What follows belongs to an exercise in optimizing a design on an open flow for small area; a production flow would make more cautious choices.
In this exercise RTL edits were held to simulation tests only and were not proved equivalent to the original.
Power and IR drop assume default switching activity.

`flow/config.mk`:
```
export PLATFORM = sky130hd
export DESIGN_NAME = formula
export DESIGN_NICKNAME = formula
export VERILOG_FILES = /design/flow/design.v
export SDC_FILE = /design/flow/constraint.sdc
export NUM_CORES = 4
export LEC_CHECK = 0
export CAP_MARGIN = 20
export CORE_MARGIN = 2
export CORE_UTILIZATION = 40
export SLEW_MARGIN = 20
export SYNTH_HIERARCHICAL = 1
```
`flow/constraint.sdc`:
```
create_clock -name core_clock -period 6.0 [get_ports {clk}]
set_input_delay 1.2000 -clock core_clock [delete_from_list [all_inputs] [get_ports {clk}]]
set_output_delay 1.2000 -clock core_clock [all_outputs]
set_load 0.01 [all_outputs]
```
`flow/design.v`:
```
module formula # (
	parameter LEN = 8
) (
	input                         clk,
	input                         rst,
	input  signed [    LEN - 1:0] a,
	input  signed [    LEN - 1:0] b,
	input  signed [    LEN - 1:0] c,
	input  signed [    LEN - 1:0] d,
	input                         input_vld,
	output signed [3 * LEN - 1:0] res,
	output                        res_overflow,
	output                        output_vld
);
	logic [4:0] vld;
	always_ff @(posedge clk or posedge rst)
		if (rst) vld <= '0;
		else     vld <= {vld[3:0], input_vld};
	wire na1;
	wire na2;
	wire na3;
	wire na4;
	wire na5;
	wire na6;
	wire na7;
	wire na8;
	wire nc9;
	wire nc10;
	wire nc11;
	wire nc12;
	wire nc13;
	wire nc14;
	wire nc15;
	wire nc16;
	wire s17, c17;
	wire s18, c18;
	wire s19, c19;
	wire s20, c20;
	wire s21, c21;
	wire s22, c22;
	wire s23, c23;
	wire s24, c24;
	wire ov25;
	wire s26, c26;
	wire s27, c27;
	wire s28, c28;
	wire s29, c29;
	wire s30, c30;
	wire s31, c31;
	wire s32, c32;
	wire nd33;
	wire nd34;
	wire nd35;
	wire nd36;
	wire nd37;
	wire nd38;
	wire nd39;
	assign na1 = ~a[0];
	assign na2 = ~a[1];
	assign na3 = ~a[2];
	assign na4 = ~a[3];
	assign na5 = ~a[4];
	assign na6 = ~a[5];
	assign na7 = ~a[6];
	assign na8 = ~a[7];
	assign nc9 = ~c[0];
	assign nc10 = ~c[1];
	assign nc11 = ~c[2];
	assign nc12 = ~c[3];
	assign nc13 = ~c[4];
	assign nc14 = ~c[5];
	assign nc15 = ~c[6];
	assign nc16 = ~c[7];
	ha_bit u17 (.a(na1), .b(b[0]), .s(s17), .co(c17));
	fa_bit u18 (.a(na2), .b(b[1]), .ci(c17), .s(s18), .co(c18));
	fa_bit u19 (.a(na3), .b(b[2]), .ci(c18), .s(s19), .co(c19));
	fa_bit u20 (.a(na4), .b(b[3]), .ci(c19), .s(s20), .co(c20));
	fa_bit u21 (.a(na5), .b(b[4]), .ci(c20), .s(s21), .co(c21));
	fa_bit u22 (.a(na6), .b(b[5]), .ci(c21), .s(s22), .co(c22));
	fa_bit u23 (.a(na7), .b(b[6]), .ci(c22), .s(s23), .co(c23));
	fa_bit u24 (.a(na8), .b(b[7]), .ci(c23), .s(s24), .co(c24));
	assign ov25 = c23 ^ c24;
	fa_bit u26 (.a(nc11), .b(nc10), .ci(nc9), .s(s26), .co(c26));
	fa_bit u27 (.a(nc12), .b(nc11), .ci(c26), .s(s27), .co(c27));
	fa_bit u28 (.a(nc13), .b(nc12), .ci(c27), .s(s28), .co(c28));
	fa_bit u29 (.a(nc14), .b(nc13), .ci(c28), .s(s29), .co(c29));
	fa_bit u30 (.a(nc15), .b(nc14), .ci(c29), .s(s30), .co(c30));
	fa_bit u31 (.a(nc16), .b(nc15), .ci(c30), .s(s31), .co(c31));
	fa_bit u32 (.a(nc16), .b(nc16), .ci(c31), .s(s32), .co(c32));
	assign nd33 = ~d[0];
	assign nd34 = ~d[1];
	assign nd35 = ~d[2];
	assign nd36 = ~d[3];
	assign nd37 = ~d[4];
	assign nd38 = ~d[5];
	assign nd39 = ~d[6];
	logic [7:0] nx1, nd1;
	logic [9:0] ny1;
	logic       ov1;
	always_ff @(posedge clk) begin
		nx1 <= {s24, s23, s22, s21, s20, s19, s18, s17};
		ov1 <= ov25;
		ny1 <= {c32, s32, s31, s30, s29, s28, s27, s26, nc10, c[0]};
		nd1 <= {d[7], nd39, nd38, nd37, nd36, nd35, nd34, nd33};
	end
	wire pp40;
	wire pp41;
	wire pp42;
	wire pp43;
	wire pp44;
	wire pp45;
	wire pp46;
	wire pp47;
	wire pp48;
	wire pp49;
	wire pp50;
	wire pp51;
	wire pp52;
	wire pp53;
	wire pp54;
	wire pp55;
	wire pp56;
	wire pp57;
	wire pp58;
	wire pp59;
	wire pp60;
	wire pp61;
	wire pp62;
	wire pp63;
	wire pp64;
	wire pp65;
	wire pp66;
	wire pp67;
	wire pp68;
	wire pp69;
	wire pp70;
	wire pp71;
	wire pp72;
	wire pp73;
	wire pp74;
	wire pp75;
	wire pp76;
	wire pp77;
	wire pp78;
	wire pp79;
	wire pp80;
	wire pp81;
	wire pp82;
	wire pp83;
	wire pp84;
	wire pp85;
	wire pp86;
	wire pp87;
	wire pp88;
	wire pp89;
	wire pp90;
	wire pp91;
	wire pp92;
	wire pp93;
	wire pp94;
	wire pp95;
	wire pp96;
	wire pp97;
	wire pp98;
	wire pp99;
	wire pp100;
	wire pp101;
	wire pp102;
	wire pp103;
	wire pp104;
	wire pp105;
	wire pp106;
	wire pp107;
	wire pp108;
	wire pp109;
	wire pp110;
	wire pp111;
	wire pp112;
	wire pp113;
	wire pp114;
	wire pp115;
	wire pp116;
	wire pp117;
	wire pp118;
	wire pp119;
	wire s120;
	wire s121, c121;
	wire s122, c122;
	wire s123, c123;
	wire s124, c124;
	wire s125, c125;
	wire s126, c126;
	wire s127, c127;
	wire s128, c128;
	wire s129, c129;
	wire s130, c130;
	wire s131, c131;
	wire s132, c132;
	wire s133, c133;
	wire s134, c134;
	wire s135, c135;
	wire s136, c136;
	wire s137, c137;
	wire s138, c138;
	wire s139, c139;
	wire s140, c140;
	wire s141;
	wire s142, c142;
	wire s143, c143;
	wire s144, c144;
	wire s145, c145;
	wire s146, c146;
	wire s147, c147;
	wire s148, c148;
	wire s149, c149;
	wire s150, c150;
	wire s151, c151;
	wire s152, c152;
	wire s153, c153;
	wire s154, c154;
	wire s155, c155;
	wire s156, c156;
	wire s157, c157;
	wire s158, c158;
	wire s159, c159;
	wire s160, c160;
	wire s161, c161;
	wire s162, c162;
	wire s163, c163;
	wire s164, c164;
	wire s165, c165;
	wire s166, c166;
	wire s167, c167;
	wire s168, c168;
	wire s169, c169;
	wire s170, c170;
	wire s171, c171;
	wire s172, c172;
	wire s173, c173;
	wire s174, c174;
	wire s175, c175;
	wire s176, c176;
	wire s177, c177;
	wire s178, c178;
	wire s179, c179;
	wire s180, c180;
	wire s181, c181;
	wire s182, c182;
	wire s183, c183;
	wire s184, c184;
	wire s185, c185;
	wire s186, c186;
	wire s187, c187;
	wire s188, c188;
	wire s189, c189;
	wire s190, c190;
	wire s191, c191;
	wire s192, c192;
	wire s193, c193;
	wire s194, c194;
	wire s195, c195;
	wire s196, c196;
	wire s197, c197;
	wire s198, c198;
	wire s199, c199;
	wire s200, c200;
	wire s201, c201;
	wire s202, c202;
	wire s203, c203;
	wire s204, c204;
	wire s205, c205;
	wire s206, c206;
	wire s207, c207;
	wire s208;
	assign pp40 = ~(nx1[0] | ny1[0]);
	assign pp41 = ~(nx1[0] | ny1[1]);
	assign pp42 = ~(nx1[0] | ny1[2]);
	assign pp43 = ~(nx1[0] | ny1[3]);
	assign pp44 = ~(nx1[0] | ny1[4]);
	assign pp45 = ~(nx1[0] | ny1[5]);
	assign pp46 = ~(nx1[0] | ny1[6]);
	assign pp47 = ~(nx1[0] | ny1[7]);
	assign pp48 = ~(nx1[0] | ny1[8]);
	assign pp49 = ~(nx1[1] | ny1[0]);
	assign pp50 = ~(nx1[1] | ny1[1]);
	assign pp51 = ~(nx1[1] | ny1[2]);
	assign pp52 = ~(nx1[1] | ny1[3]);
	assign pp53 = ~(nx1[1] | ny1[4]);
	assign pp54 = ~(nx1[1] | ny1[5]);
	assign pp55 = ~(nx1[1] | ny1[6]);
	assign pp56 = ~(nx1[1] | ny1[7]);
	assign pp57 = ~(nx1[1] | ny1[8]);
	assign pp58 = ~(nx1[2] | ny1[0]);
	assign pp59 = ~(nx1[2] | ny1[1]);
	assign pp60 = ~(nx1[2] | ny1[2]);
	assign pp61 = ~(nx1[2] | ny1[3]);
	assign pp62 = ~(nx1[2] | ny1[4]);
	assign pp63 = ~(nx1[2] | ny1[5]);
	assign pp64 = ~(nx1[2] | ny1[6]);
	assign pp65 = ~(nx1[2] | ny1[7]);
	assign pp66 = ~(nx1[2] | ny1[8]);
	assign pp67 = ~(nx1[3] | ny1[0]);
	assign pp68 = ~(nx1[3] | ny1[1]);
	assign pp69 = ~(nx1[3] | ny1[2]);
	assign pp70 = ~(nx1[3] | ny1[3]);
	assign pp71 = ~(nx1[3] | ny1[4]);
	assign pp72 = ~(nx1[3] | ny1[5]);
	assign pp73 = ~(nx1[3] | ny1[6]);
	assign pp74 = ~(nx1[3] | ny1[7]);
	assign pp75 = ~(nx1[3] | ny1[8]);
	assign pp76 = ~(nx1[4] | ny1[0]);
	assign pp77 = ~(nx1[4] | ny1[1]);
	assign pp78 = ~(nx1[4] | ny1[2]);
	assign pp79 = ~(nx1[4] | ny1[3]);
	assign pp80 = ~(nx1[4] | ny1[4]);
	assign pp81 = ~(nx1[4] | ny1[5]);
	assign pp82 = ~(nx1[4] | ny1[6]);
	assign pp83 = ~(nx1[4] | ny1[7]);
	assign pp84 = ~(nx1[4] | ny1[8]);
	assign pp85 = ~(nx1[5] | ny1[0]);
	assign pp86 = ~(nx1[5] | ny1[1]);
	assign pp87 = ~(nx1[5] | ny1[2]);
	assign pp88 = ~(nx1[5] | ny1[3]);
	assign pp89 = ~(nx1[5] | ny1[4]);
	assign pp90 = ~(nx1[5] | ny1[5]);
	assign pp91 = ~(nx1[5] | ny1[6]);
	assign pp92 = ~(nx1[5] | ny1[7]);
	assign pp93 = ~(nx1[5] | ny1[8]);
	assign pp94 = ~(nx1[6] | ny1[0]);
	assign pp95 = ~(nx1[6] | ny1[1]);
	assign pp96 = ~(nx1[6] | ny1[2]);
	assign pp97 = ~(nx1[6] | ny1[3]);
	assign pp98 = ~(nx1[6] | ny1[4]);
	assign pp99 = ~(nx1[6] | ny1[5]);
	assign pp100 = ~(nx1[6] | ny1[6]);
	assign pp101 = ~(nx1[6] | ny1[7]);
	assign pp102 = ~(nx1[6] | ny1[8]);
	assign pp103 = (nx1[7] | ny1[0]);
	assign pp104 = (nx1[7] | ny1[1]);
	assign pp105 = (nx1[7] | ny1[2]);
	assign pp106 = (nx1[7] | ny1[3]);
	assign pp107 = (nx1[7] | ny1[4]);
	assign pp108 = (nx1[7] | ny1[5]);
	assign pp109 = (nx1[7] | ny1[6]);
	assign pp110 = (nx1[7] | ny1[7]);
	assign pp111 = (nx1[7] | ny1[8]);
	assign pp112 = (nx1[0] | ny1[9]);
	assign pp113 = (nx1[1] | ny1[9]);
	assign pp114 = (nx1[2] | ny1[9]);
	assign pp115 = (nx1[3] | ny1[9]);
	assign pp116 = (nx1[4] | ny1[9]);
	assign pp117 = (nx1[5] | ny1[9]);
	assign pp118 = (nx1[6] | ny1[9]);
	assign pp119 = ~(nx1[7] | ny1[9]);
	assign s120 = ~pp47;
	ha_bit u121 (.a(pp48), .b(pp56), .s(s121), .co(c121));
	ha_bit u122 (.a(pp57), .b(pp65), .s(s122), .co(c122));
	ha_bit u123 (.a(pp45), .b(pp53), .s(s123), .co(c123));
	fa_bit u124 (.a(pp46), .b(pp54), .ci(pp62), .s(s124), .co(c124));
	ha_bit u125 (.a(pp70), .b(pp78), .s(s125), .co(c125));
	fa_bit u126 (.a(pp55), .b(pp63), .ci(pp71), .s(s126), .co(c126));
	fa_bit u127 (.a(pp79), .b(pp87), .ci(pp95), .s(s127), .co(c127));
	ha_bit u128 (.a(pp103), .b(nd1[5]), .s(s128), .co(c128));
	fa_bit u129 (.a(pp64), .b(pp72), .ci(pp80), .s(s129), .co(c129));
	fa_bit u130 (.a(pp88), .b(pp96), .ci(pp104), .s(s130), .co(c130));
	fa_bit u131 (.a(nd1[6]), .b(s121), .ci(pp47), .s(s131), .co(c131));
	fa_bit u132 (.a(pp73), .b(pp81), .ci(pp89), .s(s132), .co(c132));
	fa_bit u133 (.a(pp97), .b(pp105), .ci(pp112), .s(s133), .co(c133));
	fa_bit u134 (.a(nd1[7]), .b(s122), .ci(c121), .s(s134), .co(c134));
	fa_bit u135 (.a(pp66), .b(pp74), .ci(pp82), .s(s135), .co(c135));
	fa_bit u136 (.a(pp90), .b(pp98), .ci(pp106), .s(s136), .co(c136));
	ha_bit u137 (.a(pp113), .b(c122), .s(s137), .co(c137));
	fa_bit u138 (.a(pp75), .b(pp83), .ci(pp91), .s(s138), .co(c138));
	ha_bit u139 (.a(pp99), .b(pp107), .s(s139), .co(c139));
	ha_bit u140 (.a(pp84), .b(pp92), .s(s140), .co(c140));
	assign s141 = ~pp42;
	fa_bit u142 (.a(pp43), .b(pp51), .ci(pp59), .s(s142), .co(c142));
	fa_bit u143 (.a(pp44), .b(pp52), .ci(pp60), .s(s143), .co(c143));
	ha_bit u144 (.a(pp68), .b(pp76), .s(s144), .co(c144));
	fa_bit u145 (.a(pp61), .b(pp69), .ci(pp77), .s(s145), .co(c145));
	fa_bit u146 (.a(pp85), .b(nd1[3]), .ci(s123), .s(s146), .co(c146));
	fa_bit u147 (.a(pp86), .b(pp94), .ci(nd1[4]), .s(s147), .co(c147));
	fa_bit u148 (.a(s124), .b(s125), .ci(c123), .s(s148), .co(c148));
	fa_bit u149 (.a(s120), .b(s126), .ci(s127), .s(s149), .co(c149));
	fa_bit u150 (.a(s128), .b(c124), .ci(c125), .s(s150), .co(c150));
	fa_bit u151 (.a(s129), .b(s130), .ci(s131), .s(s151), .co(c151));
	fa_bit u152 (.a(c126), .b(c127), .ci(c128), .s(s152), .co(c152));
	fa_bit u153 (.a(s132), .b(s133), .ci(s134), .s(s153), .co(c153));
	fa_bit u154 (.a(c129), .b(c130), .ci(c131), .s(s154), .co(c154));
	fa_bit u155 (.a(s135), .b(s136), .ci(s137), .s(s155), .co(c155));
	fa_bit u156 (.a(c132), .b(c133), .ci(c134), .s(s156), .co(c156));
	fa_bit u157 (.a(pp114), .b(s138), .ci(s139), .s(s157), .co(c157));
	fa_bit u158 (.a(c135), .b(c136), .ci(c137), .s(s158), .co(c158));
	fa_bit u159 (.a(pp100), .b(pp108), .ci(pp115), .s(s159), .co(c159));
	fa_bit u160 (.a(s140), .b(c138), .ci(c139), .s(s160), .co(c160));
	fa_bit u161 (.a(pp93), .b(pp101), .ci(pp109), .s(s161), .co(c161));
	ha_bit u162 (.a(pp116), .b(c140), .s(s162), .co(c162));
	ha_bit u163 (.a(pp102), .b(pp110), .s(s163), .co(c163));
	ha_bit u164 (.a(pp50), .b(pp58), .s(s164), .co(c164));
	fa_bit u165 (.a(pp67), .b(nd1[1]), .ci(s142), .s(s165), .co(c165));
	fa_bit u166 (.a(nd1[2]), .b(s143), .ci(s144), .s(s166), .co(c166));
	fa_bit u167 (.a(s145), .b(s146), .ci(c143), .s(s167), .co(c167));
	fa_bit u168 (.a(s147), .b(s148), .ci(c145), .s(s168), .co(c168));
	fa_bit u169 (.a(s149), .b(s150), .ci(c147), .s(s169), .co(c169));
	fa_bit u170 (.a(s151), .b(s152), .ci(c149), .s(s170), .co(c170));
	fa_bit u171 (.a(s153), .b(s154), .ci(c151), .s(s171), .co(c171));
	fa_bit u172 (.a(s155), .b(s156), .ci(c153), .s(s172), .co(c172));
	fa_bit u173 (.a(s157), .b(s158), .ci(c155), .s(s173), .co(c173));
	fa_bit u174 (.a(s159), .b(s160), .ci(c157), .s(s174), .co(c174));
	fa_bit u175 (.a(s161), .b(s162), .ci(c159), .s(s175), .co(c175));
	fa_bit u176 (.a(pp117), .b(s163), .ci(c161), .s(s176), .co(c176));
	ha_bit u177 (.a(pp111), .b(pp118), .s(s177), .co(c177));
	ha_bit u178 (.a(nd1[0]), .b(s141), .s(s178), .co(c178));
	fa_bit u179 (.a(pp42), .b(s165), .ci(c164), .s(s179), .co(c179));
	fa_bit u180 (.a(c142), .b(s166), .ci(c165), .s(s180), .co(c180));
	fa_bit u181 (.a(c144), .b(s167), .ci(c166), .s(s181), .co(c181));
	fa_bit u182 (.a(c146), .b(s168), .ci(c167), .s(s182), .co(c182));
	fa_bit u183 (.a(c148), .b(s169), .ci(c168), .s(s183), .co(c183));
	fa_bit u184 (.a(c150), .b(s170), .ci(c169), .s(s184), .co(c184));
	fa_bit u185 (.a(c152), .b(s171), .ci(c170), .s(s185), .co(c185));
	fa_bit u186 (.a(c154), .b(s172), .ci(c171), .s(s186), .co(c186));
	fa_bit u187 (.a(c156), .b(s173), .ci(c172), .s(s187), .co(c187));
	fa_bit u188 (.a(c158), .b(s174), .ci(c173), .s(s188), .co(c188));
	fa_bit u189 (.a(c160), .b(s175), .ci(c174), .s(s189), .co(c189));
	fa_bit u190 (.a(c162), .b(s176), .ci(c175), .s(s190), .co(c190));
	fa_bit u191 (.a(c163), .b(s177), .ci(c176), .s(s191), .co(c191));
	ha_bit u192 (.a(pp119), .b(c177), .s(s192), .co(c192));
	ha_bit u193 (.a(pp41), .b(pp49), .s(s193), .co(c193));
	fa_bit u194 (.a(s164), .b(s178), .ci(c193), .s(s194), .co(c194));
	fa_bit u195 (.a(s179), .b(c178), .ci(c194), .s(s195), .co(c195));
	fa_bit u196 (.a(s180), .b(c179), .ci(c195), .s(s196), .co(c196));
	fa_bit u197 (.a(s181), .b(c180), .ci(c196), .s(s197), .co(c197));
	fa_bit u198 (.a(s182), .b(c181), .ci(c197), .s(s198), .co(c198));
	fa_bit u199 (.a(s183), .b(c182), .ci(c198), .s(s199), .co(c199));
	fa_bit u200 (.a(s184), .b(c183), .ci(c199), .s(s200), .co(c200));
	ha_bit u201 (.a(s185), .b(c184), .s(s201), .co(c201));
	fa_bit u202 (.a(s186), .b(c185), .ci(c201), .s(s202), .co(c202));
	fa_bit u203 (.a(s187), .b(c186), .ci(c202), .s(s203), .co(c203));
	fa_bit u204 (.a(s188), .b(c187), .ci(c203), .s(s204), .co(c204));
	fa_bit u205 (.a(s189), .b(c188), .ci(c204), .s(s205), .co(c205));
	fa_bit u206 (.a(s190), .b(c189), .ci(c205), .s(s206), .co(c206));
	fa_bit u207 (.a(s191), .b(c190), .ci(c206), .s(s207), .co(c207));
	assign s208 = s192 ^ c191 ^ c207;
	logic [16:0] s2;
	logic        ov2;
	always_ff @(posedge clk) begin
		s2  <= {s208, s207, s206, s205, s204, s203, s202, s201, s200, s199, s198, s197, s196, s195, s194, s193, pp40};
		ov2 <= ov1;
	end
	logic [0:0] bc2;
	always_ff @(posedge clk)
		bc2 <= {c200};
	wire s209, c209;
	wire s210, c210;
	wire s211, c211;
	wire s212, c212;
	wire s213, c213;
	wire s214, c214;
	wire s215, c215;
	wire s216;
	wire k217;
	wire s218, c218;
	wire s219, c219;
	wire s220, c220;
	wire s221, c221;
	wire s222, c222;
	wire s223, c223;
	wire s224, c224;
	wire s225, c225;
	wire s226, c226;
	wire s227, c227;
	wire s228, c228;
	wire s229, c229;
	wire s230, c230;
	wire s231, c231;
	wire s232, c232;
	wire s233;
	ha_bit u209 (.a(s2[9]), .b(bc2[0]), .s(s209), .co(c209));
	ha_bit u210 (.a(s2[10]), .b(c209), .s(s210), .co(c210));
	ha_bit u211 (.a(s2[11]), .b(c210), .s(s211), .co(c211));
	ha_bit u212 (.a(s2[12]), .b(c211), .s(s212), .co(c212));
	ha_bit u213 (.a(s2[13]), .b(c212), .s(s213), .co(c213));
	ha_bit u214 (.a(s2[14]), .b(c213), .s(s214), .co(c214));
	ha_bit u215 (.a(s2[15]), .b(c214), .s(s215), .co(c215));
	assign s216 = s2[16] ^ c215;
	assign k217 = s2[0] & s216;
	ha_bit u218 (.a(s2[1]), .b(k217), .s(s218), .co(c218));
	ha_bit u219 (.a(s2[2]), .b(c218), .s(s219), .co(c219));
	ha_bit u220 (.a(s2[3]), .b(c219), .s(s220), .co(c220));
	ha_bit u221 (.a(s2[4]), .b(c220), .s(s221), .co(c221));
	ha_bit u222 (.a(s2[5]), .b(c221), .s(s222), .co(c222));
	ha_bit u223 (.a(s2[6]), .b(c222), .s(s223), .co(c223));
	ha_bit u224 (.a(s2[7]), .b(c223), .s(s224), .co(c224));
	ha_bit u225 (.a(s2[8]), .b(c224), .s(s225), .co(c225));
	ha_bit u226 (.a(s209), .b(c225), .s(s226), .co(c226));
	ha_bit u227 (.a(s210), .b(c226), .s(s227), .co(c227));
	ha_bit u228 (.a(s211), .b(c227), .s(s228), .co(c228));
	ha_bit u229 (.a(s212), .b(c228), .s(s229), .co(c229));
	ha_bit u230 (.a(s213), .b(c229), .s(s230), .co(c230));
	ha_bit u231 (.a(s214), .b(c230), .s(s231), .co(c231));
	ha_bit u232 (.a(s215), .b(c231), .s(s232), .co(c232));
	assign s233 = s216 ^ c232;
	logic [15:0] r3, r4, r5;
	always_ff @(posedge clk) begin
		r3 <= ({s233, s232, s231, s230, s229, s228, s227, s226, s225, s224, s223, s222, s221, s220, s219, s218} | {1'b0, {3{ov2}}, 12'd0}) & {~ov2, 15'h7fff};
		r4 <= r3;
		r5 <= r4;
	end
	assign output_vld   = vld[4];
	assign res_overflow = ~r5[15] & r5[14] & r5[13] & r5[12];
	assign res          = {{8{r5[15]}}, r5};
endmodule
module fa_bit (input a, input b, input ci, output s, output co);
	assign s  = a ^ b ^ ci;
	assign co = (a & b) | (a & ci) | (b & ci);
endmodule
module ha_bit (input a, input b, output s, output co);
	assign s  = a ^ b;
	assign co = a & b;
endmodule
```
`flow/flow/run.sh`:
```
#!/bin/bash
set -e
bash standard.sh > standard.log 2>&1
```
`flow/standard.sh`:
```
#!/bin/bash
# synth_recipe.tcl (not shown) runs the flow's synth.tcl, then flattens the netlist and writes it again
# the make line also repeats each setting of config.mk as NAME=value (left out here)
make -C /OpenROAD-flow-scripts/flow DESIGN_CONFIG=/design/flow/config.mk WORK_HOME=/design/flow/orfs CLKGATE_MAP_FILE= SYNTH_SCRIPT=/design/flow/synth_recipe.tcl "${@:-finish}"
```
==> flow_summary.yaml, run 1 <==
sta:
  setup_viol: 0
  final_hold_viol_count: 0
  setup-tns-final_ns: 0
  skew_ns: 0.00462
  min_period_over_period_pct: 95.4
  max_freq_mhz: 175
  maxSlewViolCount: 0
  slew-limit-headroom_pct: 72.5
  hold_slack_ns: 0.323
  layout_min_cycle_time_ns: 5.72
  rsz0062_at_grt: "no"
  worst_pin_slew_ns: 0.411
synthesis:
  ys_top_cells_by_area: "dfxtp_1, fa_1, ha_1"
  yosysMostFrequentCell: "dfxtp_1"
  syn-num-nets: 520
  synth_edf_count: 0
  async_reset_ff_share_pct: 5.05
  synthesis.instances: 362
  yosys_warnings: 7
  synth_cell_type_count: 17
  yosysTopAreaCellShare_pct: 39.0
  yosysTopAreaCell: "dfxtp_1"
  syn_avg_cell_area_um2: 13.3
  ys_seq_area_share_pct: 41.6
  syn-cell-area_um2: 4830
  synth-seq-cells: 99
  synth_ff_type: "dfxtp_1"
  synth_commonest_cells: "dfxtp_1, fa_1, nor2_1"
layout:
  finish.net_count: 576
  fin_cells: 569
  drive_gt1_share_pct: 9.72
  syn2layout_area_growth_pct: 21.1
  diodes: 0
drt:
  vias_per_cell: 4.43
  drtIter0Drc: 126
  wirelength_mm: 7.92
  avgRoutedWirePerCell_um: 13.9
  dr.pass1.iters: 4
  drc: 0
  vias: 2523
  ant_nets: 0
power:
  vdd_drop_max_mv: 0.323
  power_leakage_nw: 2.64
  p_per_area_nw_per_um2: 587
  totalPowerFinal_mw: 3.43
global_route:
  grt_pass1_wl_mm: 13.6
  antenna_found_initial: 0
  gr-total-overflow: 0
  grt_max_degree: 16
  first_global_vias: 2816
  track_usage_pct: 14.1
floorplan:
  dieArea_um2: 13000
  core_um2: 11900
  fp-row-count: 40
  dieWidth_um: 114
  ioPinCount: 61
  die_height_um: 114
  floorplan.initialDensity_pct: 40.5
clocking:
  cts_resized: 0
  clk_pin_slew_ns: 0.06
  cts-root-buf: "clkbuf_16"
  cts_tree: "yes"
  numClockSinks: 99
  clockBufferDepth: 2
  clock_latency_ns: 0.34
  htreeDepth: 3
  cts_hold_buf: 0
  post-cts-setup-buffer-count: 0
  cts_buffers: 9
min_path:
  min_path_type: "flop to flop"
  hold_start: "r3[8]"
worst_setup_path:
  crit_path_end_kind: "flop"
  critPathLaunch: "ny1[7]"
  slowest_stage: "fa_1"
  slowest_delay_ns: 0.57
  crit_top_cell: "fa_1"
  crit_path_start_kind: "flop"
  r2r-start: "ny1[7]"
  crit_fanout: 8
  cp_data_arrival_time_ns: 6.00
  crit_chain: "nor2_1 > ha_1 > fa_1 > fa_1 > fa_1 > fa_1 > ha_1 > fa_1 > fa_1 > fa_1 > fa_1 > fa_1 > fa_1 > xnor2_1 > xnor2_1"
  crit_type: "flop to flop"
  worstPathRequired_ns: 6.28
placed_design:
  dp.cells: 554
  gp_congestion: 0.856
  port-buffer-count: 60
  place_hpwl_mm: 6.37
job:
  maxCapViolations: 0
outcome:
  status: "finished clean"
[modules after synthesis (local to each module, per instance)]
module | area [um2] | cells inside | copies in the design | flip-flops and latches
formula | 2660 | 239 | 1 | 99
fa_bit | 20.0 | 1 | 83 | 0
ha_bit | 12.5 | 1 | 40 | 0
[logic make-up after synthesis]
group / after synthesis / share of synthesized area, %
multiplexers: 1 / 0.233
AND/OR/NAND/NOR: 87 / 8.12
adder cells (fa/ha/maj): 123 / 44.8
XOR/XNOR: 4 / 0.726
buffers and inverters: 48 / 4.54
flip-flops: 99 / 41.6
[state kept, by name, indices dropped and copies added, names as in the netlist]
name  cells
bc2       1
vld       5
ny1      10
nd1       8
r3       16
r4       16
s2       17
r5       16
ov1       1
nx1       8
ov2       1
[critical path, delay by kind of cell, from the launching register on]
family / cells / cell delay, ns
XOR/XNOR: 2 / 0.31
adder cells (fa/ha/maj): 12 / 4.79
flip-flops: 1 / 0.45
AND/OR/NAND/NOR: 1 / 0.08
[final cells by class]
type                       count  area (um2)
fill                        1071        6070
clock buffer                  11         254
multi-input combinational    215        2600
inverter                      26        97.6
clock inverter                 4        48.8
timing repair buffer          67         653
sequential                    99        2010
tap                          147         184
[layer usage]
layer	wire length [um]	track usage, %	vias to the layer above
li1	-	-	1198
met1	3370	17.0	1273
met2	4120	23.8	42
met3	264	3.93	10
met4	159	5.85	0
met5	0	0	-
[cells in the final DEF, fill, tap and decap left out, drive strengths merged]
cell type / Yosys / final
xnor2: 2 / 2
mux2: 1 / 1
dfxtp: 94 / 94
and4b: 1 / 1
inv: 26 / 26
nor2b: 1 / 1
clkdlybuf4s50: 0 / 60
bufinv: 0 / 1
fa: 83 / 83
ha: 40 / 40
and2: 1 / 1
clkinv: 0 / 3
buf: 15 / 7
dfrtp: 5 / 5
xor2: 2 / 2
clkbuf: 7 / 11
nor2: 63 / 63
or2: 21 / 21
[per-stage QoR]
stage	utilization [%]	worst slack (ns)	area [um2]
floorplan	-	0.335	4830
global placement	46.5	0.279	5540
detailed placement	46.5	0.224	5540
CTS	49.1	0.212	5840
global route	49.1	0.0531	5840
finish	49.1	0.278	5840
[path summary, 6_finish.rpt]
check,end,slack [ns],depth (start not counted)
setup / recovery,s2[16],0.28,15
min in group asynchronous,vld[2],1.05,2
hold reg to reg,r4[8],0.32,0
setup reg to reg,s2[16],0.28,15
hold / removal,r4[8],0.32,0
max in group asynchronous,vld[3],4.79,2
[where the power goes]
group | total (mW) | switching, mW | internal (mW)
clock | 0.573 | 0.228 | 0.345
sequential | 1.07 | 0.103 | 0.965
combinational | 1.79 | 0.860 | 0.927
total | 3.43 | 1.19 | 2.24
==> run 2: changes to the inputs <==
==> flow/run.sh (new file) <==
#!/bin/bash
# synth_recipe.tcl (not shown) runs the flow's synth.tcl, then flattens the netlist and writes it again
# the make line also repeats each setting of config.mk as NAME=value (left out here)
make -C /OpenROAD-flow-scripts/flow DESIGN_CONFIG=/design/flow/config.mk WORK_HOME=/design/flow/orfs CLKGATE_MAP_FILE= SYNTH_SCRIPT=/design/flow/synth_recipe.tcl finish
removed: flow/flow/run.sh
removed: flow/standard.sh
==> flow_summary.yaml, run 2 <==
outcome:
  status: "finished clean"
global_route:
  gr-total-overflow: 0
  antenna_found_initial: 0
  grt_max_degree: 16
  track_usage_pct: 14.1
  first_global_vias: 2816
  grt_pass1_wl_mm: 13.6
power:
  netSwitchingPower_mw: 1.19
  switching_share_pct: 34.7
  power.internal_mw: 2.24
  vdd_drop_max_mv: 0.323
  p_clk_share_pct: 16.7
  power_leakage_nw: 2.64
  seqPwrFrac_pct: 31.2
  pwr-share-comb_pct: 52.1
  p_per_area_nw_per_um2: 587
synthesis:
  synth_ff_type: "dfxtp_1"
  ys_top_cells_by_area: "dfxtp_1, fa_1, ha_1"
  yosysTopAreaCell: "dfxtp_1"
  synthesis.instances: 362
  synth_edf_count: 0
  ys_seq_area_share_pct: 41.6
  syn_avg_cell_area_um2: 13.3
  async_reset_ff_share_pct: 5.05
  yosysMostFrequentCell: "dfxtp_1"
  synth-seq-cells: 99
  yosys_warnings: 7
  syn-num-nets: 520
  synth_cell_type_count: 17
  synth_commonest_cells: "dfxtp_1, fa_1, nor2_1"
  syn-cell-area_um2: 4830
  yosysTopAreaCellShare_pct: 39.0
floorplan:
  ioPinCount: 61
  fp-row-count: 40
  dieWidth_um: 114
  core_um2: 11900
  floorplan.initialDensity_pct: 40.5
  die_height_um: 114
  dieArea_um2: 13000
worst_setup_path:
  worstPathRequired_ns: 6.28
  crit_path_start_kind: "flop"
  crit_chain: "nor2_1 > ha_1 > fa_1 > fa_1 > fa_1 > fa_1 > ha_1 > fa_1 > fa_1 > fa_1 > fa_1 > fa_1 > fa_1 > xnor2_1 > xnor2_1"
  crit_fanout: 8
  crit_cells: 15
  crit_path_end_kind: "flop"
  crit_type: "flop to flop"
  crit_top_cell: "fa_1"
  slowest_stage: "fa_1"
  reg2regPathDepth: 15
  slowest_delay_ns: 0.57
  cpLargestDelayFamily: "adder cells"
  critPathBufInv: 0
  cp_data_arrival_time_ns: 6.00
sta:
  layout_min_cycle_time_ns: 5.72
  final_hold_viol_count: 0
  rsz0062_at_grt: "no"
  slew-limit-headroom_pct: 72.5
  setup_viol: 0
  worst_pin_slew_ns: 0.411
  setup-tns-final_ns: 0
  maxSlewViolCount: 0
  max_freq_mhz: 175
  skew_ns: 0.00462
  min_period_over_period_pct: 95.4
placed_design:
  gp_congestion: 0.856
  place_hpwl_mm: 6.37
  port-buffer-count: 60
  postPlaceCellArea_um2: 5540
clocking:
  post-cts-setup-buffer-count: 0
  clock_latency_ns: 0.34
  clk_pin_slew_ns: 0.06
  cts-root-buf: "clkbuf_16"
  cts_hold_buf: 0
  numClockSinks: 99
  clockBufferDepth: 2
  cts_tree: "yes"
  htreeDepth: 3
  cts_resized: 0
  cts_buffers: 9
layout:
  drive_gt1_share_pct: 9.72
  syn2layout_area_growth_pct: 21.1
  finish.net_count: 576
  top_register: "s2"
  largest_reg_flops: 17
  fillers: 1071
  final_common_cell: "dfxtp_1"
  diodes: 0
  final_cell_area_um2: 5840
  layout_common_cells: "dfxtp_1, fa_1, nor2_1"
drt:
  dr.pass1.iters: 4
  wirelength_mm: 7.92
  vias: 2523
  drtIter0Drc: 126
  vias_per_cell: 4.43
  drc: 0
  avgRoutedWirePerCell_um: 13.9
  ant_nets: 0
min_path:
  min_path_type: "flop to flop"
  hold_path_depth: 0
job:
  maxCapViolations: 0
## run 2: kinds of logic (layout without fill, tap and decap cells)
logic type / count (synthesis) / count (layout) / share of synthesized area (%)
XOR/XNOR: 4 / 4 / 0.726
adder cells (fa/ha/maj): 123 / 123 / 44.8
buffers and inverters: 48 / 108 / 4.54
flip-flops: 99 / 99 / 41.6
multiplexers: 1 / 1 / 0.233
AND/OR/NAND/NOR: 87 / 87 / 8.12
## run 2: layer usage
metal / vias to the layer above / global-route usage [%] / part of all wire, %
met5: - / 0 / 0
li1: 1198 / - / -
met3: 10 / 3.93 / 3.3
met4: 0 / 5.85 / 2.0
met1: 1273 / 17.0 / 43
met2: 42 / 23.8 / 52
## run 2: Yosys stat by module (local to each module, per instance)
module	area, um2	flip-flops and latches	times used	cells inside
fa_bit	20.0	0	83	1
ha_bit	12.5	0	40	1
formula	2660	99	1	239
## run 2: per-stage QoR
step                      setup WS, ns  util [%]  power [mW]  hold slack (ns)  cells
after floorplan                  0.335         -        2.42            0.310    362
after global placement           0.279      46.5        2.90            0.310    554
after detailed placement         0.224      46.5        2.95            0.312    554
after CTS                        0.212      49.1        3.53            0.326    569
after global routing            0.0531      49.1        3.86            0.330    569
final                            0.278      49.1        3.43            0.323    569
## run 2: worst reg2reg max path: stages (launching register included)
cell     delay [ns]
dfxtp_1        0.45
nor2_1         0.08
ha_1           0.29
fa_1           0.54
fa_1           0.46
fa_1           0.57
fa_1           0.42
ha_1           0.22
fa_1           0.37
fa_1           0.39
fa_1           0.39
fa_1           0.38
fa_1           0.39
fa_1           0.38
xnor2_1        0.18
xnor2_1        0.13
## run 2: path summary, 6_finish.rpt
| kind | startpoint | end | slack [ns] |
|---|---|---|---|
| min reg2reg | r3[8] | r4[8] | 0.32 |
| min | r3[8] | r4[8] | 0.32 |
| max | ny1[7] | s2[16] | 0.28 |
| max in group asynchronous | rst | vld[3] | 4.79 |
| min in group asynchronous | rst | vld[2] | 1.05 |
| max reg2reg | ny1[7] | s2[16] | 0.28 |
## run 2: final cells by class
cell class	count	area, um2	share of cell area [%]
Clock buffer	11	254	4.35
Clock inverter	4	48.8	0.835
Inverter	26	97.6	1.67
Multi-Input combinational cell	215	2600	44.5
Sequential cell	99	2010	34.3
Tap cell	147	184	3.15
Timing Repair Buffer	67	653	11.2
## run 2: power groups by stage
| stage | logic (mW) | clock network, mW | registers, mW |
|---|---|---|---|
| after global placement | 1.82 | 0 | 1.08 |
| after global routing | 2.14 | 0.621 | 1.10 |
| after detailed placement | 1.86 | 0 | 1.08 |
| after CTS | 1.87 | 0.592 | 1.07 |
| final | 1.79 | 0.573 | 1.07 |
| after floorplan | 1.36 | 0 | 1.06 |
==> run 3: changes to the inputs <==
==> flow/flow/run.sh (new file) <==
#!/bin/bash
# Standard layout with smaller port buffers and smaller clock buffers.
set -e
bash standard.sh BUFFER_PORTS_ARGS="-buffer_cell sky130_fd_sc_hd__buf_1" \
  CTS_ARGS="-sink_clustering_enable -repair_clock_nets -dont_use_dummy_load -buf_list {sky130_fd_sc_hd__clkbuf_4 sky130_fd_sc_hd__clkbuf_8}" finish > standard.log 2>&1
==> flow/standard.sh (new file) <==
#!/bin/bash
# synth_recipe.tcl (not shown) runs the flow's synth.tcl, then flattens the netlist and writes it again
# the make line also repeats each setting of config.mk as NAME=value (left out here)
make -C /OpenROAD-flow-scripts/flow DESIGN_CONFIG=/design/flow/config.mk WORK_HOME=/design/flow/orfs CLKGATE_MAP_FILE= SYNTH_SCRIPT=/design/flow/synth_recipe.tcl "${@:-finish}"
removed: flow/run.sh
==> flow_summary.yaml, run 3 <==
outcome:
  status: "finished clean"
clocking:
  clock_latency_ns: 0.38
  htreeDepth: 3
  cts_tree: "yes"
  cts_buffers: 9
  numClockSinks: 99
  clk_pin_slew_ns: 0.09
  clockBufferDepth: 2
  cts-root-buf: "clkbuf_8"
  post-cts-setup-buffer-count: 0
floorplan:
  floorplan.initialDensity_pct: 40.5
  die_height_um: 114
  core_um2: 11900
  fp-row-count: 40
  ioPinCount: 61
  dieArea_um2: 13000
  dieWidth_um: 114
synthesis:
  yosysMostFrequentCell: "dfxtp_1"
  synthesis.instances: 362
  syn-cell-area_um2: 4830
  ys_seq_area_share_pct: 41.6
  async_reset_ff_share_pct: 5.05
  yosysTopAreaCell: "dfxtp_1"
  synth_ff_type: "dfxtp_1"
  yosysTopAreaCellShare_pct: 39.0
  synth_commonest_cells: "dfxtp_1, fa_1, nor2_1"
  synth_cell_type_count: 17
  synth_edf_count: 0
  synth-seq-cells: 99
  syn_avg_cell_area_um2: 13.3
  syn-num-nets: 520
  ys_top_cells_by_area: "dfxtp_1, fa_1, ha_1"
  yosys_warnings: 7
sta:
  setup_viol: 0
  skew_ns: 0.0260
  min_period_over_period_pct: 95.0
  rsz0062_at_grt: "no"
  slew-limit-headroom_pct: 71.7
  worst_pin_slew_ns: 0.424
  final_hold_viol_count: 0
  layout_min_cycle_time_ns: 5.70
  setup-tns-final_ns: 0
  maxSlewViolCount: 0
  max_freq_mhz: 175
power:
  vdd_drop_max_mv: 0.302
  power_leakage_nw: 2.38
  p_per_area_nw_per_um2: 584
layout:
  top_register: "s2"
  final_util_pct: 44.3
  layout_common_cells: "dfxtp_1, fa_1, nor2_1"
  drive_gt1_share_pct: 8.45
  finish.net_count: 574
  final_common_cell: "dfxtp_1"
  largest_reg_flops: 17
  diodes: 0
  syn2layout_area_growth_pct: 9.33
worst_setup_path:
  crit_type: "flop to flop"
  r2r-start: "nx1[3]"
  r2r-end: "s2[16]"
  crit_path_start_kind: "flop"
  crit_path_end_kind: "flop"
  worstPathRequired_ns: 6.29
  crit_chain: "nor2_1 > fa_1 > fa_1 > fa_1 > fa_1 > ha_1 > fa_1 > fa_1 > fa_1 > fa_1 > fa_1 > fa_1 > xnor2_1 > xnor2_1"
  crit_fanout: 10
  crit_top_cell: "fa_1"
  endpoint: "s2[16]"
  slowest_delay_ns: 0.58
  rrSetupSlack_ns: 0.30
  reg2regPathDepth: 14
  cp_data_arrival_time_ns: 5.98
  critPathLaunch: "nx1[3]"
  slowest_stage: "dfxtp_1"
placed_design:
  port-buffer-count: 60
  place_hpwl_mm: 6.14
  gp_congestion: 0.862
drt:
  drc: 0
  vias: 2524
  vias_per_cell: 4.50
  ant_nets: 0
  drtIter0Drc: 85
  wirelength_mm: 7.66
  dr.pass1.iters: 4
  avgRoutedWirePerCell_um: 13.7
min_path:
  min_path_type: "flop to flop"
global_route:
  first_global_vias: 2668
  track_usage_pct: 13.1
  gr-total-overflow: 0
  use_met3_pct: 4.84
  grt_pass1_wl_mm: 12.5
  grt_max_degree: 18
  met2_usage_pct: 22.3
  antenna_found_initial: 0
  busiest_layer: "met2"
  use_met1_pct: 14.9
job:
  maxCapViolations: 0
==> run 3: cell counts after synthesis <==
No cell type changed its count.
==> run 3: report_power, final <==
part | switching, mW | internal (mW)
logic | 0.864 | 0.823
clock network | 0.190 | 0.134
registers | 0.105 | 0.965
total | 1.16 | 1.92
==> run 3: cell families (layout without fill, tap and decap cells) <==
family,Yosys count,in the layout,share of synthesized area (%)
adders and majority gates,123,123,44.8
DFF,99,99,41.6
buffers and inverters,48,100,4.54
and+or+nand+nor,87,87,8.12
xor gates and xnor gates,4,4,0.726
muxes,1,1,0.233
==> run 3: worst min-delay path by stage <==
stage / cells past startpoint / from / slack (ns) / to
floorplan: 0 / ov1 / 0.31 / ov2
global placement: 0 / r3[0] / 0.31 / r4[0]
detailed placement: 0 / r3[11] / 0.31 / r4[11]
CTS: 0 / r3[11] / 0.31 / r4[11]
global route: 0 / r3[11] / 0.31 / r4[11]
finish: 0 / r3[11] / 0.31 / r4[11]
==> run 3: Yosys stat by module (local to each module, per instance) <==
module,area (um2),cells inside
fa_bit,20.0,1
ha_bit,12.5,1
formula,2660,239
==> run 3: repair_timing <==
item,4_1_cts,5_1_grt
gates resized for setup,0,1
endpoints found under the setup margin,0,1
hold buffers,0,0
==> run 3: critical path: cells and delay by family, from the launching register on <==
family	cells	cell delay (ns)
simple gates	1	0.12
fa+ha+maj	11	4.59
xor+xnor	2	0.31
flops	1	0.58
==> run 3: routing by layer <==
metal | share of wire [%] | wire [um]
met1 | 41 | 3140
met4 | 1.9 | 143
met5 | 0 | 0
met3 | 5.4 | 412
met2 | 52 | 3960
==> run 3: area by class of cell <==
class | count | area [um2]
Multi-Input combinational cell | 215 | 2600
Timing Repair Buffer | 65 | 263
Sequential cell | 99 | 2010
Tap cell | 147 | 184
Inverter | 26 | 97.6
Clock buffer | 9 | 124
Fill cell | 1104 | 6640
==> run 3: per-stage QoR <==
step / total power, mW / setup slack (ns) / cell area (um2) / instances / hold slack [ns]
6_report: 3.08 / 0.301 / 5280 / 561 / 0.308
5_1_grt: 3.53 / 0.0640 / 5280 / 561 / 0.315
4_1_cts: 3.19 / 0.199 / 5280 / 561 / 0.308
3_5_place_dp: 2.85 / 0.230 / 5150 / 552 / 0.312
3_3_place_gp: 2.79 / 0.308 / 5150 / 552 / 0.310
2_1_floorplan: 2.42 / 0.335 / 4830 / 362 / 0.310
==> run 4: changes to the inputs <==
==> flow/flow/run.sh (replaced) <==
#!/bin/bash
# Standard layout with smaller port buffers and a clock tree without dummy loads.
set -e
bash standard.sh BUFFER_PORTS_ARGS="-buffer_cell sky130_fd_sc_hd__buf_1" \
  CTS_ARGS="-sink_clustering_enable -repair_clock_nets -dont_use_dummy_load" finish > standard.log 2>&1
==> flow_summary.yaml, run 4 <==
synthesis:
  synth_compound_area_share_pct: 0
  syn-num-nets: 520
  ys_seq_area_share_pct: 41.6
  synthMuxAreaShare_pct: 0.233
  synth_edf_count: 0
  synth_commonest_cells: "dfxtp_1, fa_1, nor2_1"
  synth-seq-cells: 99
  synth_top_family_by_area: "adder cells"
  syn-cell-area_um2: 4830
  yosysTopAreaCellShare_pct: 39.0
  yosys_warnings: 7
  yosysTopAreaCell: "dfxtp_1"
  synthAdderAreaFrac_pct: 44.8
  synth_cell_type_count: 17
  yosys.area_share.simple_pct: 8.12
  synthesis.instances: 362
  yosysMostFrequentCell: "dfxtp_1"
  synth_ff_type: "dfxtp_1"
  ys_top_cells_by_area: "dfxtp_1, fa_1, ha_1"
  async_reset_ff_share_pct: 5.05
  synth_xor_xnor_area_share_pct: 0.726
  syn_avg_cell_area_um2: 13.3
worst_setup_path:
  endpoint: "s2[16]"
  crit_fanout: 8
  rrSetupSlack_ns: 0.31
  slowest_stage: "fa_1"
  cpLargestDelayFamily: "adder cells"
  crit_path_start_kind: "flop"
  reg2regPathDepth: 15
  crit_type: "flop to flop"
  crit_path_end_kind: "flop"
  r2r-start: "ny1[7]"
  r2r-end: "s2[16]"
  slowest_delay_ns: 0.57
  cp_data_arrival_time_ns: 5.95
  critPathBufInv: 0
  critPathLaunch: "ny1[7]"
  crit_chain: "nor2_1 > ha_1 > fa_1 > fa_1 > fa_1 > fa_1 > ha_1 > fa_1 > fa_1 > fa_1 > fa_1 > fa_1 > fa_1 > xnor2_1 > xnor2_1"
  worstPathRequired_ns: 6.27
  crit_cells: 15
  crit_top_cell: "fa_1"
global_route:
  use_met3_pct: 4.57
  grt_max_degree: 18
  busiest_layer: "met2"
  first_global_vias: 2664
  gr-total-overflow: 0
  met2_usage_pct: 21.9
  antenna_found_initial: 0
  use_met1_pct: 14.9
  track_usage_pct: 13.1
  grt_pass1_wl_mm: 12.4
placed_design:
  port-buffer-count: 60
  gp_congestion: 0.862
  dp_slack_ns: 0.230
  place_hpwl_mm: 6.14
clocking:
  cts-root-buf: "clkbuf_16"
  numClockSinks: 99
  cts_tree: "yes"
  clock_latency_ns: 0.35
  clockBufferDepth: 2
  clk_pin_slew_ns: 0.06
  cts_buffers: 9
  htreeDepth: 3
  post-cts-setup-buffer-count: 0
drt:
  vias_per_cell: 4.49
  drtIter0Drc: 88
  wirelength_mm: 7.62
  ant_nets: 0
  avgRoutedWirePerCell_um: 13.6
  dr.pass1.iters: 4
  drc: 0
  vias: 2518
power:
  power_leakage_nw: 2.43
  vdd_drop_max_mv: 0.298
  totalPowerFinal_mw: 3.23
  p_per_area_nw_per_um2: 600
sta:
  layout_min_cycle_time_ns: 5.69
  worst_pin_slew_ns: 0.420
  setup-tns-final_ns: 0
  skew_ns: 0.0206
  maxSlewViolCount: 0
  slew-limit-headroom_pct: 71.9
  hold_slack_ns: 0.311
  final_hold_viol_count: 0
  setup_ws_ns: 0.315
  rsz0062_at_grt: "no"
  min_period_over_period_pct: 94.8
  setup_viol: 0
  max_freq_mhz: 176
floorplan:
  ioPinCount: 61
  dieArea_um2: 13000
  core_um2: 11900
  fp-row-count: 40
  floorplan.initialDensity_pct: 40.5
  die_height_um: 114
  dieWidth_um: 114
layout:
  layout_common_cells: "dfxtp_1, fa_1, nor2_1"
  syn2layout_area_growth_pct: 11.4
  final_common_cell: "dfxtp_1"
  finish.net_count: 574
  largest_reg_flops: 17
  top_register: "s2"
  diodes: 0
  drive_gt1_share_pct: 8.45
outcome:
  status: "finished clean"
min_path:
  hold_path_depth: 0
  min_path_type: "flop to flop"
  hold_start: "r3[11]"
job:
  maxCapViolations: 0
[run 4: cell counts after synthesis]
Identical to the previous run, type by type.
[run 4: per-layer routing]
metal,up-vias,share of wire [%]
li1,1189,-
met1,1250,41
met2,63,51
met3,16,5.4
met4,0,2.5
met5,-,0
[run 4: stage by stage]
stage | std cells | cell area (um2) | util, %
after floorplan | 362 | 4830 | -
after global placement | 552 | 5150 | 43.2
after detailed placement | 552 | 5150 | 43.2
after CTS | 561 | 5380 | 45.1
after global routing | 561 | 5380 | 45.1
final | 561 | 5380 | 45.1
[run 4: timing repair]
| action | 4_1_cts | 5_1_grt |
|---|---|---|
| hold buffers | 0 | 0 |
| resized for setup | 0 | 1 |
| setup endpoints to repair | 0 | 1 |
[run 4: how the worst min path moves through the flow]
stage / end
global placement: r4[0]
finish: r4[11]
detailed placement: r4[11]
CTS: r4[11]
floorplan: ov2
global route: r4[11]
[run 4: cells by family (layout without fill, tap and decap cells)]
family,Yosys count,count (layout)
mux,1,1
xor+xnor,4,4
simple gates,87,87
fa+ha+maj,123,123
flops,99,99
buf+inv,48,100
[run 4: layout make-up]
cell class	count	area, um2
fill	1096	6530
multi-input combinational	215	2600
sequential	99	2010
timing repair buffer	65	263
clock buffer	9	225
tap	147	184
inverter	26	97.6
[run 4: report_power, final]
part	leakage (nW)	total, mW	internal, mW	switching [mW]
clock	0.111	0.472	0.264	0.208
combinational	1.47	1.69	0.822	0.864
sequential	0.850	1.07	0.966	0.104
total	2.43	3.23	2.05	1.18
[run 4: Yosys stat by module (local to each module, per instance)]
module | cell area, um2 | cells inside | flops+latches | copies in the design
formula | 2660 | 239 | 99 | 1
ha_bit | 12.5 | 1 | 0 | 40
fa_bit | 20.0 | 1 | 0 | 83
[run 4: worst register-to-register path, cell delays in order (launching register included)]
cell     delay (ns)
dfxtp_2        0.38
nor2_1         0.06
ha_1           0.30
fa_1           0.55
fa_1           0.45
fa_1           0.57
fa_1           0.42
ha_1           0.23
fa_1           0.38
fa_1           0.38
fa_1           0.38
fa_1           0.40
fa_1           0.40
fa_1           0.38
xnor2_1        0.18
xnor2_1        0.13

-- port drivers added, routing unchanged --
The flow's constraints put no driver on any port. The routed layouts listed below were extracted and timed again, unchanged, in two steps. Step 1 sets driving cells, clkbuf_16 on the clock port and buf_2 on the other inputs (assumed; they add their load-dependent delay and slew). Step 2 adds t to the input delays and takes it off the output delays; t is the mean of the earliest and latest rising clock arrival at the registers after step 1. Input paths then give back, and output paths get back, about the clock's delay inside the block. a / b / c = no drivers / after step 1 / after step 2; a / b = the first two.
| run | shift t [ns] | setup slack, ns | pins driven straight from the clock port |
|---|---|---|---|
| run 1 | 0.378 | 0.278 / 0.278 / 0.278 | 1 |
| run 2 | 0.378 | 0.278 / 0.278 / 0.278 | 1 |
| run 3 | 0.397 | 0.301 / 0.301 / 0.301 | 1 |
| run 4 | 0.381 | 0.315 / 0.315 / 0.315 | 1 |
After both steps setup and hold are still met in every run listed.
